What follows belongs to an exercise in optimizing a design on an open flow for small area, a short achievable clock period and few clock cycles; a production flow would make more cautious choices.
Function was checked by simulation only, so behaviour that the tests miss may differ from the original.
Power and IR drop assume default switching activity.

$ cat flow/run.sh
#!/bin/bash
# synth_recipe.tcl (not shown) runs the flow's synth.tcl, then flattens the netlist and writes it again
# the make line also repeats each setting of config.mk as NAME=value (left out here)
make -C /OpenROAD-flow-scripts/flow DESIGN_CONFIG=/design/flow/config.mk WORK_HOME=/design/flow/orfs CLKGATE_MAP_FILE= SYNTH_SCRIPT=/design/flow/synth_recipe.tcl finish
$ cat flow/config.mk
export PLATFORM = sky130hd
export DESIGN_NAME = Core
export DESIGN_NICKNAME = Core
export VERILOG_FILES = /design/flow/design.v
export SDC_FILE = /design/flow/constraint.sdc
export NUM_CORES = 4
export LEC_CHECK = 0
export CAP_MARGIN = 20
export CORE_MARGIN = 2
export CORE_UTILIZATION = 30
export PLACE_DENSITY = 0.5
export SLEW_MARGIN = 20
$ cat flow/constraint.sdc
create_clock -name core_clock -period 7.0 [get_ports {clk}]
set_input_delay 1.4000 -clock core_clock [delete_from_list [all_inputs] [get_ports {clk}]]
set_output_delay 1.4000 -clock core_clock [all_outputs]
set_load 0.01 [all_outputs]
$ cat flow/design.v
`timescale 1ns / 1ps
module RegisterFile(
	input 					clk,
	input 					rst,
	input 		[4:0] 	read_index_1,
	input 		[4:0] 	read_index_2,
	input 		[4:0] 	write_index,
	input 		[23:0] 	write_data,
	input 					write_enable,
	input						data_ready,
	input						left_click,
	input						right_click,
	input			[15:0]	mouse_x,
	input			[15:0]	mouse_y,
	input						x_overflow,
	input						y_overflow,
	output 		[23:0] 	read_data_1,
	output 		[23:0] 	read_data_2
   );
	reg [18:0] r_valid;
	reg [4:0]  lr_valid;
	reg r_x_overflow;
	reg r_y_overflow;
	reg [15:0] r_read_data;
	reg [15:0] r_mouse_x;
	reg [15:0] r_mouse_y;
	reg r_data_ready;
	reg r_left_click;
	reg r_right_click;
	wire [23:0] rv [0:31];
	wire [31:0] valid;
	genvar gi;
	generate
		for (gi = 0; gi < 19; gi = gi + 1) begin : g_r
			reg [15:0] r;
			always @(posedge clk)
				if (write_enable && write_index == gi)
					r <= write_data[15:0];
			assign rv[gi] = {{8{r[15]}}, r};
			assign valid[gi] = r_valid[gi];
		end
		for (gi = 0; gi < 5; gi = gi + 1) begin : g_lr
			reg [23:0] lr;
			always @(posedge clk)
				if (write_enable && write_index == 27 + gi)
					lr <= write_data;
			assign rv[27 + gi] = lr;
			assign valid[27 + gi] = lr_valid[gi];
		end
	endgenerate
	assign rv[19] = {23'b0, r_x_overflow};
	assign rv[20] = {23'b0, r_y_overflow};
	assign rv[21] = {8'b0, r_read_data};
	assign rv[22] = {8'b0, r_mouse_x};
	assign rv[23] = {8'b0, r_mouse_y};
	assign rv[24] = {23'b0, r_data_ready};
	assign rv[25] = {23'b0, r_left_click};
	assign rv[26] = {23'b0, r_right_click};
	assign valid[26:19] = 8'hFF;
	assign read_data_1 = valid[read_index_1] ? rv[read_index_1] : 24'b0;
	assign read_data_2 = valid[read_index_2] ? rv[read_index_2] : 24'b0;
	integer i;
	always @(posedge clk) begin
		r_data_ready <= data_ready;
		if (data_ready) begin
			r_mouse_x     <= mouse_x;
			r_mouse_y     <= mouse_y;
			r_left_click  <= left_click;
			r_right_click <= right_click;
			r_x_overflow  <= x_overflow;
			r_y_overflow  <= y_overflow;
		end
		if (rst)
			r_read_data <= 16'h0000;
		else if (write_enable && write_index == 5'd21)
			r_read_data <= write_data[15:0];
		else if (data_ready)
			r_read_data <= 16'd1;
	end
	always @(posedge clk) begin
		if (rst) begin
			r_valid  <= 19'b0;
			lr_valid <= 5'b0;
		end else begin
			for (i = 0; i < 19; i = i + 1)
				if (write_enable && write_index == i)
					r_valid[i] <= 1'b1;
			for (i = 0; i < 5; i = i + 1)
				if (write_enable && write_index == 27 + i)
					lr_valid[i] <= 1'b1;
		end
	end
endmodule
`timescale 1ns / 1ps
module Core(
	input						clk,
	input						rst,
	input						debug_core,
	input						debug_next_inst,
	input			[15:0]	data_from_ram,
	input			[15:0]	mouse_x,
	input			[15:0]	mouse_y,
	input						x_overflow,
	input						y_overflow,
	input						data_ready,
	input						left_click,
	input						right_click,
	output reg	[14:0]	ram_address,
	output		[15:0]	data_to_ram,
	output					web
	);
	localparam ADD 		= 5'b00000;
	localparam SUB 		= 5'b00001;
	localparam ADDI 		= 5'b00010;
	localparam SHLLI 		= 5'b00011;
	localparam SHRLI 		= 5'b00100;
	localparam JUMP 		= 5'b00101;
	localparam ADDR 		= 5'b00110;
	localparam JUMPL 		= 5'b00111;
	localparam JUMPG 		= 5'b01000;
	localparam JUMPE 		= 5'b01001;
	localparam JUMPNE 	= 5'b01010;
	localparam CMP 		= 5'b01011;
	localparam RET 		= 5'b01100;
	localparam LOAD 		= 5'b01101;
	localparam LOADI 		= 5'b01110;
	localparam STORE 		= 5'b01111;
	localparam MOV 		= 5'b10000;
	localparam INCRSR 	= 5'b10001;
	localparam INDRAW		= 5'b10010;
	localparam INERSR		= 5'b10011;
	localparam SETCOLR	= 5'b10100;
	reg [14:0] fpc;			 
	reg        fv;				 
	reg [15:0] q0, q1;
	reg        q0v, q1v;
	reg [14:0] pc;				 
	reg        e_lda;			 
	reg        e_ldb;			 
	reg        e_st;			 
	reg        e_ex;			 
	reg        e_we;			 
	reg        e_ldwe;		 
	reg [4:0]  e_rd;
	reg        e_wsx;			 
	reg        e_wzx;			 
	reg [23:0] ea, eb;
	reg [5:0]  e_sh;
	reg        e_add, e_sub, e_shl, e_shr, e_addr, e_passb, e_nib, e_cmp, e_setc;
	reg [1:0]  e_nibk;		 
	reg status_ZF, status_GF, status_LF;
	reg [3:0] selected_color;
	wire [23:0] rd_a, rd_b;
	wire [23:0] w_data;
	wire        w_en;
	RegisterFile _RegisterFile(.clk				(clk),
										.rst				(rst),
										.read_data_1	(rd_a),
										.read_data_2	(rd_b),
										.read_index_1	(q0[4:0]),
										.read_index_2	(q0[9:5]),
										.write_index	(e_rd),
										.write_enable	(w_en),
										.write_data		(w_data),
										.mouse_x			(mouse_x),
										.mouse_y			(mouse_y),
										.x_overflow		(x_overflow),
										.y_overflow		(y_overflow),
										.left_click		(left_click),
										.right_click	(right_click),
										.data_ready		(data_ready));
	wire [23:0] sum  = ea + eb;
	wire [23:0] diff = ea - eb;
	wire [23:0] shl  = ea << e_sh;
	wire [23:0] shr  = ea >> e_sh;
	wire [23:0] addr = (ea << 6) + (ea << 4) + (eb >> 2);
	wire [3:0]  nib  = (e_nibk == 2'd0) ? 4'b1111 : (e_nibk == 2'd1) ? selected_color : 4'b0000;
	reg  [15:0] nibw;
	always @* begin
		case (ea[1:0])
			2'd0: nibw = {nib, eb[11:0]};
			2'd1: nibw = {eb[15:12], nib, eb[7:0]};
			2'd2: nibw = {eb[15:8], nib, eb[3:0]};
			default: nibw = {eb[15:4], nib};
		endcase
	end
	reg [3:0] colw;
	always @* begin
		case (ea[1:0])
			2'd0: colw = eb[15:12];
			2'd1: colw = eb[11:8];
			2'd2: colw = eb[7:4];
			default: colw = eb[3:0];
		endcase
	end
	wire [23:0] alu = ({24{e_add}}   & sum)
	                | ({24{e_sub}}   & diff)
	                | ({24{e_shl}}   & shl)
	                | ({24{e_shr}}   & shr)
	                | ({24{e_addr}}  & addr)
	                | ({24{e_passb}} & eb)
	                | ({24{e_nib}}   & {8'b0, nibw});
	assign w_data = e_ldb ? {8'b0, data_from_ram} : alu;
	assign w_en   = (e_ldb & e_ldwe) | e_we;
	wire [23:0] w_fwd = e_wsx ? {{8{w_data[15]}}, w_data[15:0]}
	                  : e_wzx ? {8'b0, w_data[15:0]}
	                  : w_data;
	wire c_zf = (ea == eb);
	wire c_lf = $signed(ea) < $signed(eb);
	wire c_gf = $signed(ea) > $signed(eb);
	wire f_zf = e_ex ? (e_cmp & c_zf) : status_ZF;
	wire f_lf = e_ex ? (e_cmp & c_lf) : status_LF;
	wire f_gf = e_ex ? (e_cmp & c_gf) : status_GF;
	wire port_busy = e_lda | e_st;
	always @* begin
		if (e_lda)     ram_address = eb[14:0];
		else if (e_st) ram_address = ea[14:0];
		else           ram_address = fpc;
	end
	assign web = e_st;
	assign data_to_ram = eb[15:0];
	wire [4:0] d_op = q0[15:11];
	wire [4:0] d_ra = q0[4:0];
	wire [4:0] d_rb = q0[9:5];
	wire [5:0] d_imm = q0[10:5];
	wire fwd_a = w_en & (e_rd == d_ra);
	wire fwd_b = w_en & (e_rd == d_rb);
	wire [23:0] va = fwd_a ? w_fwd : rd_a;
	wire [23:0] vb = fwd_b ? w_fwd : rd_b;
	wire d_is_ld  = (d_op == LOAD);
	wire d_is_st  = (d_op == STORE);
	wire d_jmp    = (d_op == JUMP);
	wire d_jl     = (d_op == JUMPL);
	wire d_jg     = (d_op == JUMPG);
	wire d_je     = (d_op == JUMPE);
	wire d_jne    = (d_op == JUMPNE);
	wire d_addi   = (d_op == ADDI);
	wire d_loadi  = (d_op == LOADI);
	wire d_nib    = (d_op == INCRSR) | (d_op == INDRAW) | (d_op == INERSR);
	wire d_writes = (d_op == ADD) | (d_op == SUB) | d_addi | (d_op == SHLLI) | (d_op == SHRLI)
	              | (d_op == ADDR) | (d_op == MOV) | d_loadi | d_nib;
	wire [4:0] d_wr = (d_op == ADDR) ? 5'd31 : d_nib ? 5'd16 : d_ra;
	wire d_wr_sx = (d_wr <= 5'd18);
	wire d_wr_zx = (d_wr == 5'd21);
	wire d_wr_ok = d_wr_sx | d_wr_zx | (d_wr >= 5'd27);
	wire d_taken = d_jmp | (d_jl & f_lf) | (d_jg & f_gf) | (d_je & f_zf) | (d_jne & ~f_zf);
	wire [14:0] pc1 = pc + 15'd1;
	wire [14:0] target = pc1 + {{4{q0[10]}}, q0[10:0]};
	wire dbg_ok = ~debug_core | debug_next_inst;
	wire issue = q0v & ~e_lda & dbg_ok;
	wire redirect = issue & d_taken;
	wire [1:0] q_after = q0v + q1v + fv - issue;
	wire fetch = ~port_busy & (q_after <= 2'd1);
	always @(posedge clk) begin
		if (rst) begin
			fpc <= 15'd19216;
			pc  <= 15'd19216;
			fv  <= 1'b0;
			q0v <= 1'b0;
			q1v <= 1'b0;
		end else begin
			if (redirect) fpc <= target;
			else if (fetch) fpc <= fpc + 15'd1;
			fv <= fetch & ~redirect;
			if (issue) pc <= redirect ? target : pc1;
			if (redirect) begin
				q0v <= 1'b0;
				q1v <= 1'b0;
			end else if (issue) begin
				q0  <= q1v ? q1 : data_from_ram;
				q0v <= q1v | fv;
				q1  <= data_from_ram;
				q1v <= q1v & fv;
			end else if (q0v) begin
				if (!q1v) q1 <= data_from_ram;
				q1v <= q1v | fv;
			end else begin
				q0  <= data_from_ram;
				q0v <= fv;
			end
		end
	end
	always @(posedge clk) begin
		if (rst) begin
			e_lda <= 1'b0;
			e_ldb <= 1'b0;
			e_st  <= 1'b0;
			e_ex  <= 1'b0;
			e_we  <= 1'b0;
		end else if (issue) begin
			e_lda <= d_is_ld;
			e_ldb <= 1'b0;
			e_st  <= d_is_st;
			e_ex  <= ~d_is_ld & ~d_is_st;
			e_we  <= d_writes & d_wr_ok;
		end else begin
			e_lda <= 1'b0;
			e_ldb <= e_lda;
			e_st  <= 1'b0;
			e_ex  <= 1'b0;
			e_we  <= 1'b0;
		end
	end
	always @(posedge clk) begin
		if (issue) begin
			e_rd   <= d_is_ld ? d_ra : d_wr;
			e_wsx  <= d_is_ld ? (d_ra <= 5'd18) : d_wr_sx;
			e_wzx  <= d_is_ld ? (d_ra == 5'd21) : d_wr_zx;
			e_ldwe <= (d_ra <= 5'd18) | (d_ra == 5'd21) | (d_ra >= 5'd27);
			ea     <= va;
			eb     <= d_addi  ? {8'b0, {10{d_imm[5]}}, d_imm}
			        : d_loadi ? {18'b0, d_imm}
			        : vb;
			e_sh   <= d_imm;
			e_add  <= (d_op == ADD) | d_addi;
			e_sub  <= (d_op == SUB);
			e_shl  <= (d_op == SHLLI);
			e_shr  <= (d_op == SHRLI);
			e_addr <= (d_op == ADDR);
			e_passb <= (d_op == MOV) | d_loadi;
			e_nib  <= d_nib;
			e_nibk <= (d_op == INCRSR) ? 2'd0 : (d_op == INDRAW) ? 2'd1 : 2'd2;
			e_cmp  <= (d_op == CMP);
			e_setc <= (d_op == SETCOLR);
		end
	end
	always @(posedge clk) begin
		if (rst) begin
			status_ZF <= 1'b0;
			status_GF <= 1'b0;
			status_LF <= 1'b0;
			selected_color <= 4'b0100;
		end else begin
			if (e_ex) begin
				status_ZF <= e_cmp & c_zf;
				status_GF <= e_cmp & c_gf;
				status_LF <= e_cmp & c_lf;
				if (e_setc) selected_color <= colw;
			end
		end
	end
endmodule
==> results of run 1 <==
-- report_power, final --
group / switching (uW) / internal [uW] / leakage [uW]
clock: 1740 / 2350 / 0.00123
combinational: 3290 / 1690 / 0.00730
sequential: 381 / 4930 / 0.00580
total: 5400 / 8970 / 0.0143
-- flip-flops by register name, indices dropped and copies added, names as in the netlist, 16 cells and up --
signal                     cells
_RegisterFile.g_r.r          304
_RegisterFile.g_lr.lr        120
ea                            24
eb                            24
_RegisterFile.r_valid         19
_RegisterFile.r_mouse_x       16
_RegisterFile.r_mouse_y       16
_RegisterFile.r_read_data     16
q0                            16
q1                            16
-- Yosys cell counts, drive strengths merged, types with 38 or more instances --
library cell	number	area, um^2
a21oi	140	704
nand3	63	315
clkbuf	170	638
dfxtp	86	1720
mux4	53	1190
xnor2	50	438
nand2	210	796
mux2i	80	801
inv	106	398
nand2b	48	300
edfxtp	565	17000
nand4	72	450
a22o	62	543
mux2	71	800
o21ai	135	679
buf	59	370
a22oi	280	2100
a221oi	88	771
ha	88	1100
o211ai	38	285
nor3	69	345
nor2	288	1080
-- routing by layer --
| metal | part of all wire, % | track usage [%] |
|---|---|---|
| met1 | 39 | 33.7 |
| met2 | 43 | 39.4 |
| met3 | 12 | 7.06 |
| met4 | 5.5 | 11.5 |
| met5 | 0.014 | 0 |
-- metrics by stage --
stage | hold slack (ns) | area (um^2) | util [%] | std cells
2_1_floorplan | 0.435 | 37200 | - | 3347
3_3_place_gp | 0.445 | 40400 | 32.7 | 4972
3_5_place_dp | 0.451 | 40400 | 32.7 | 4972
4_1_cts | 0.462 | 43000 | 34.8 | 5107
5_1_grt | 0.486 | 43000 | 34.8 | 5108
6_report | 0.457 | 43000 | 34.8 | 5108
-- cell families (layout without fill, tap and decap cells) --
kind of cell	Yosys count	after routing	synth area share [%]
xor gates and xnor gates	80	80	1.88
AOI/OAI and AO/OA	1042	1042	20.4
DFF	651	651	50.2
and+or+nand+nor	926	926	12.3
adders and majority gates	108	108	4.03
muxes	204	204	7.50
buffers and inverters	336	460	3.79
-- worst max-delay path, delay by kind of cell (launching register included) --
| family | cells | cell delay, ns |
|---|---|---|
| xor+xnor | 1 | 0.16 |
| flops | 1 | 0.81 |
| compound gates | 5 | 1.84 |
| buf+inv | 1 | 0.30 |
| fa+ha+maj | 2 | 0.67 |
| simple gates | 3 | 1.10 |
-- final timing paths --
kind | from | end | slack, ns | cells past startpoint
worst max-delay path | ea[0] | _RegisterFile.g_r[11].r[14] | 1.83 | 12
worst min-delay path | selected_color[3] | selected_color[3] | 0.46 | 2
worst max register to register | ea[0] | _RegisterFile.g_r[11].r[14] | 1.83 | 12
worst min register to register | selected_color[3] | selected_color[3] | 0.46 | 2
-- cell type report --
| type | count | area (um^2) |
|---|---|---|
| fillers | 12265 | 80500 |
| multi-input cells | 2360 | 17400 |
| clock inverters | 43 | 554 |
| inverters | 107 | 403 |
| flip-flops and latches | 651 | 18700 |
| clock buffers | 92 | 1990 |
| well taps | 1637 | 2050 |
| repair buffers | 218 | 1860 |
==> results.ini, run 1 <==
[clock_network]
clk_path_buf_depth=3
worstSkewPairLatency_ns=0.67
cts_max_level=3
cts_tree=done
cts_setup_buffers=0
clkSinkCount=651
cts-buffers-inserted=74
cts.repair.resized=0
cts_root_buffer=clkbuf_16
clk_pin_slew_worst_paths_ns=0.06
ctsHoldBuffers=0

[worst_setup_path]
arrival_ns=5.52
worstSetupPathType=reg2reg
path_common_cell=a21oi_1
cp-end-kind=flip-flop
worstPathMaxFanout=24
crit_path_start_kind=flip-flop
required_ns=7.35
crit_path_max_incr_delay_ns=0.87
crit_chain=inv_1, ha_1, fa_1, nand2b_1, a211oi_1, or3_1, a21oi_1, o21ai_1, a21oi_1, xnor2_1, o211ai_1, and2_1
worst_path_max_delay_cell=o211ai_1

[power]
p_per_area_nw_per_um2=334
power_uw=14400
leakagePower_uw=0.0143
ir_drop_uv=185

[logic_synthesis]
synthFlopType=edfxtp_1
synth-seq-cells=651
syn_nets=3512
synth-edff-count=565
seq_area_frac_synth_pct=50.2
syn_area_um2=37200
ys.warnings.count=2
syn_area_per_cell_um2=11.1
syn_inst=3347
synthDistinctLibCells=88
async_flop_share_pct=0

[floorplan]
die_w_um=356
dieArea_um2=127000
die_y_um=356
initial_core_util_pct=30.2
core_um2=123000
num_rows=129
ios=89

[placement]
hpwlAfterDp_um=108000
port-buffer-count=88
pre_cts_slack_ns=1.99
routabilityCongestion=0.950

[global_routing]
grt_max_degree=81
antenna_found_initial=8
grt_pass1_vias=30759
grt_pass1_wl_um=234000
grt-ovfl-total=0
grtUsageTotal_pct=25.7

[route]
num_vias=32182
drt_iter0_drc=4861
ant_nets=0
post_drt_via_cell_ratio=6.30
wire_per_inst_um=32.9
drc=0
totalWireLength_um=168000
drt_first_pass_iters=9

[outcome]
status=timing/DRC/antenna clean

[sta]
max_freq_mhz=194
rsz0062_at_grt=false
slew_headroom_pct=9.71
fin_crit_ns=5.17
setup_slack_ns=1.83
worstMarginPinSlew_ns=1.35
fin_worst_skew_ns=0.0660
slew_viol_final=0
hold_violations=0
setup_viol=0
period_share_pct=73.8
fin_setup_tns_ns=0

[cells_and_area]
drive_gt1_share_pct=13.5
final_common_cell=edfxtp_1
final_cell_mix=565 x edfxtp_1, 280 x a22oi_1, 250 x nor2_1
areaGrowthSynthToFinish_pct=15.4
num_antenna_cells=0
fin_nets=3577

[job]
drv_cap=0

[worst_hold_path]
hold_path.class=reg2reg

Testbench counts, summed over its fixed seeds: cycles 58,330.
==> run 2: changes to the inputs <==
--- a/flow/design.v
+++ b/flow/design.v
@@ -244,5 +244,5 @@
 	wire d_wr_zx = (d_wr == 5'd21);
 	wire d_wr_ok = d_wr_sx | d_wr_zx | (d_wr >= 5'd27);
-	wire d_taken = d_jmp | (d_jl & f_lf) | (d_jg & f_gf) | (d_je & f_zf) | (d_jne & ~f_zf);
+	wire d_taken = (q0[10:0] != 11'd0) & (d_jmp | (d_jl & f_lf) | (d_jg & f_gf) | (d_je & f_zf) | (d_jne & ~f_zf));
 	wire [14:0] pc1 = pc + 15'd1;
 	wire [14:0] target = pc1 + {{4{q0[10]}}, q0[10:0]};
--- a/flow/config.mk
+++ b/flow/config.mk
@@ -8,5 +8,6 @@
 export CAP_MARGIN = 20
 export CORE_MARGIN = 2
-export CORE_UTILIZATION = 30
-export PLACE_DENSITY = 0.5
+export CORE_UTILIZATION = 40
+export PLACE_DENSITY = 0.6
+export SETUP_SLACK_MARGIN = 4.2
 export SLEW_MARGIN = 20
==> run 2 against run 1 <==
Effect of this change: highest routed layer unchanged; final area rose by 16%; still clean; clock skew shrank 0.029 ns; worst hold slack better by 0.0014 ns; critical path type unchanged; critical path depth is 3 higher.
==> results.ini, run 2 <==
[cells_and_area]
largest_reg_flops=304
final_common_cell=edfxtp_1
fin_nets=3947
top_register=_RegisterFile.g_r.r
top_regs=_RegisterFile.g_r.r x304, _RegisterFile.g_lr.lr x120
final_cell_mix=565 x edfxtp_1, 265 x buf_4, 210 x nor2_1
design_area_um2=49800
areaGrowthSynthToFinish_pct=34.1
drive_gt1_share_pct=32.4

[logic_synthesis]
syn_inst=3330
synth-seq-cells=651
synthFlopType=edfxtp_1
yosysMostFrequentCell=edfxtp_1
syn_nets=3495
ys_top_cells_by_count=565 x edfxtp_1, 269 x nor2_1, 208 x a22oi_1, 208 x nand2_1, 182 x clkbuf_1
synth-edff-count=565
seq_area_frac_synth_pct=50.4
async_flop_share_pct=0
synthDominantCellAreaShare_pct=45.7
synthDistinctLibCells=94
syn_area_um2=37100
synth_top_area_cell=edfxtp_1
synth_area_leaders=edfxtp_1 46%, dfxtp_1 4.6%, a22oi_1 4.2%
syn_area_per_cell_um2=11.1
ys.warnings.count=2

[floorplan]
initial_core_util_pct=40.4
core_um2=91800
die_w_um=309
num_rows=111
dieArea_um2=95200
die_y_um=309
ios=89

[global_routing]
grt.busiest_layer=met2
grt_pass1_vias=33346
gr-usage-met2_pct=52.2
antenna_found_initial=3
grtUsageMet3_pct=14.2
grt_pass1_wl_um=245000
grt_max_degree=54
grt-ovfl-total=0
grtUsageTotal_pct=35.9
use_met1_pct=45.6

[placement]
hpwlAfterDp_um=99000
routabilityCongestion=0.978
port-buffer-count=88
placed_area_um2=40000

[clock_network]
cts-buffers-inserted=71
cts_tree=done
clk_path_buf_depth=3
ctsHoldBuffers=0
cts_root_buffer=clkbuf_16
clk_pin_slew_worst_paths_ns=0.07
cts_max_level=3
clkSinkCount=651
worstSkewPairLatency_ns=0.66

[route]
ant_nets=0
num_vias=35804
post_drt_via_cell_ratio=7.04
totalWireLength_um=178000
drt_first_pass_iters=12
drc=0
wire_per_inst_um=35.0
drt_iter0_drc=6648

[worst_setup_path]
worstPathMaxFanout=3
rrSetupSlack_ns=3.03
arrival_ns=4.37
cp-end-kind=flip-flop
worstSetupPathType=reg2reg
rr_startpoint=eb[8]
crit_path_start_kind=flip-flop
crit_path_start=eb[8]
required_ns=7.40

[worst_hold_path]
hold_path.class=reg2reg
hp-start=selected_color[3]

[outcome]
status=timing/DRC/antenna clean

[sta]
setup_viol=0
period_share_pct=56.7
slew_viol_final=0
max_freq_mhz=252
fin_setup_tns_ns=0
worstMarginPinSlew_ns=1.17
slew_headroom_pct=22.2
fin_worst_skew_ns=0.0365
fin_crit_ns=3.97
rsz0062_at_grt=true
hold_violations=0

[power]
p_per_area_nw_per_um2=334
ir_drop_uv=209
leakagePower_uw=0.0173

[job]
drv_cap=0

## run 2: cell count changes after synthesis, moves of 13 or more
cell	previous run	this run
a21oi_1	139	158
nor2_1	287	269
a221oi_1	88	113
mux2_2	71	50
a222oi_1	27	40
mux2i_1	80	67
a221o_1	8	25
a22o_1	62	93
o31ai_1	5	18
a22oi_1	280	208
o211ai_1	38	21
a21o_1	37	17
nand2b_1	48	35
## run 2: power by group
group | switching [uW] | leakage (uW) | internal [uW]
Sequential | 232 | 0.00580 | 4850
Clock | 1660 | 0.00117 | 2260
Combinational | 4360 | 0.0103 | 3260
Total | 6250 | 0.0173 | 10400
## run 2: routing by layer
layer,vias to the layer above,wire length [um]
met5,-,462
li1,14234,-
met4,14,14000
met3,1011,28200
met2,3325,73300
met1,17220,62000
## run 2: metrics by stage
stage               setup slack, ns  total power, uW  util (%)  hold slack, ns  instances
global route                   2.94            17000      54.2           0.480       5082
detailed placement             1.79             9700      43.5           0.452       4535
finish                         3.03            16600      54.2           0.458       5085
CTS                            3.13            15400      51.7           0.460       4977
global placement               1.85             9710      43.5           0.446       4535
floorplan                      3.25             8150         -           0.436       3330
## run 2: worst paths after layout
check | endpoint | depth (start not counted)
min reg2reg | selected_color[3] | 2
max | ea[20] | 15
max reg2reg | ea[20] | 15
min | selected_color[3] | 2
## run 2: final cells by class
class / count / area (um^2)
multi-input cells: 2351 / 20100
clock inverters: 38 / 438
repair inverters: 10 / 70.1
fillers: 7561 / 42000
well taps: 1243 / 1560
clock buffers: 91 / 1960
diodes: 4 / 10.0
flip-flops and latches: 651 / 18700
repair buffers: 596 / 6440
inverters: 101 / 452
## run 2: cell families (layout without fill, tap and decap cells)
group / Yosys count / in the layout / share of synthesized area [%]
adders and majority gates: 108 / 108 / 4.05
xor gates and xnor gates: 81 / 81 / 1.91
AOI/OAI and AO/OA: 1047 / 1058 / 20.7
muxes: 175 / 175 / 6.84
buffers and inverters: 344 / 836 / 3.84
DFF: 651 / 651 / 50.4
and+or+nand+nor: 924 / 929 / 12.3
other: 0 / 4 / 0
## run 2: what timing repair did
action | 4_1_cts | 5_1_grt
pin swaps | 116 | 141
endpoints found under the setup margin | 763 | 614
resized for setup | 655 | 289
endpoints found under the hold margin | 0 | 0
setup buffers | 270 | 95
cloned | 43 | 9
## run 2: critical path: stages (launching register included)
cell	delay, ns
edfxtp_1	0.49
inv_2	0.09
fa_1	0.56
inv_2	0.05
buf_6	0.11
ha_4	0.24
a21o_1	0.15
and4_4	0.24
o211ai_1	0.18
buf_4	0.21
a31oi_4	0.29
a31oi_4	0.14
nor3b_2	0.18
o21ai_2	0.21
o2111ai_4	0.19
a221o_1	0.40
Testbench counts of run 2, summed over its fixed seeds: cycles 56,511.

-- separate check: timing with driven ports --
In the flow no input, the clock included, has a driving cell. The finished layouts below were timed again as built, in two steps. Step 1 sets driving cells, clkbuf_16 on the clock port and buf_2 on the other inputs (assumed; they add their load-dependent delay and slew). Step 2 moves the port delays by t, midway between the first and last clock arrival at a register: inputs arrive t later, outputs are due t later. That takes back most of the time a late clock gives input paths. Slacks: no drivers / after step 1 / after step 2; pairs: no drivers / after step 1.
| run | shift t [ns] | slack for setup (ns) | worst data-port slew with drivers (ns) | cell pins on the clock port's net |
|---|---|---|---|---|
| run 1 | 0.708 | 1.834 / 1.834 / 1.834 | 0.04 | 1 |
| run 2 | 0.710 | 3.031 / 3.031 / 3.009 | 0.04 | 1 |
After both steps setup and hold are still met in every run listed. The setup slack of run 2, which loses most, moves by 0.000 ns with the drivers and by -0.022 ns with both steps.
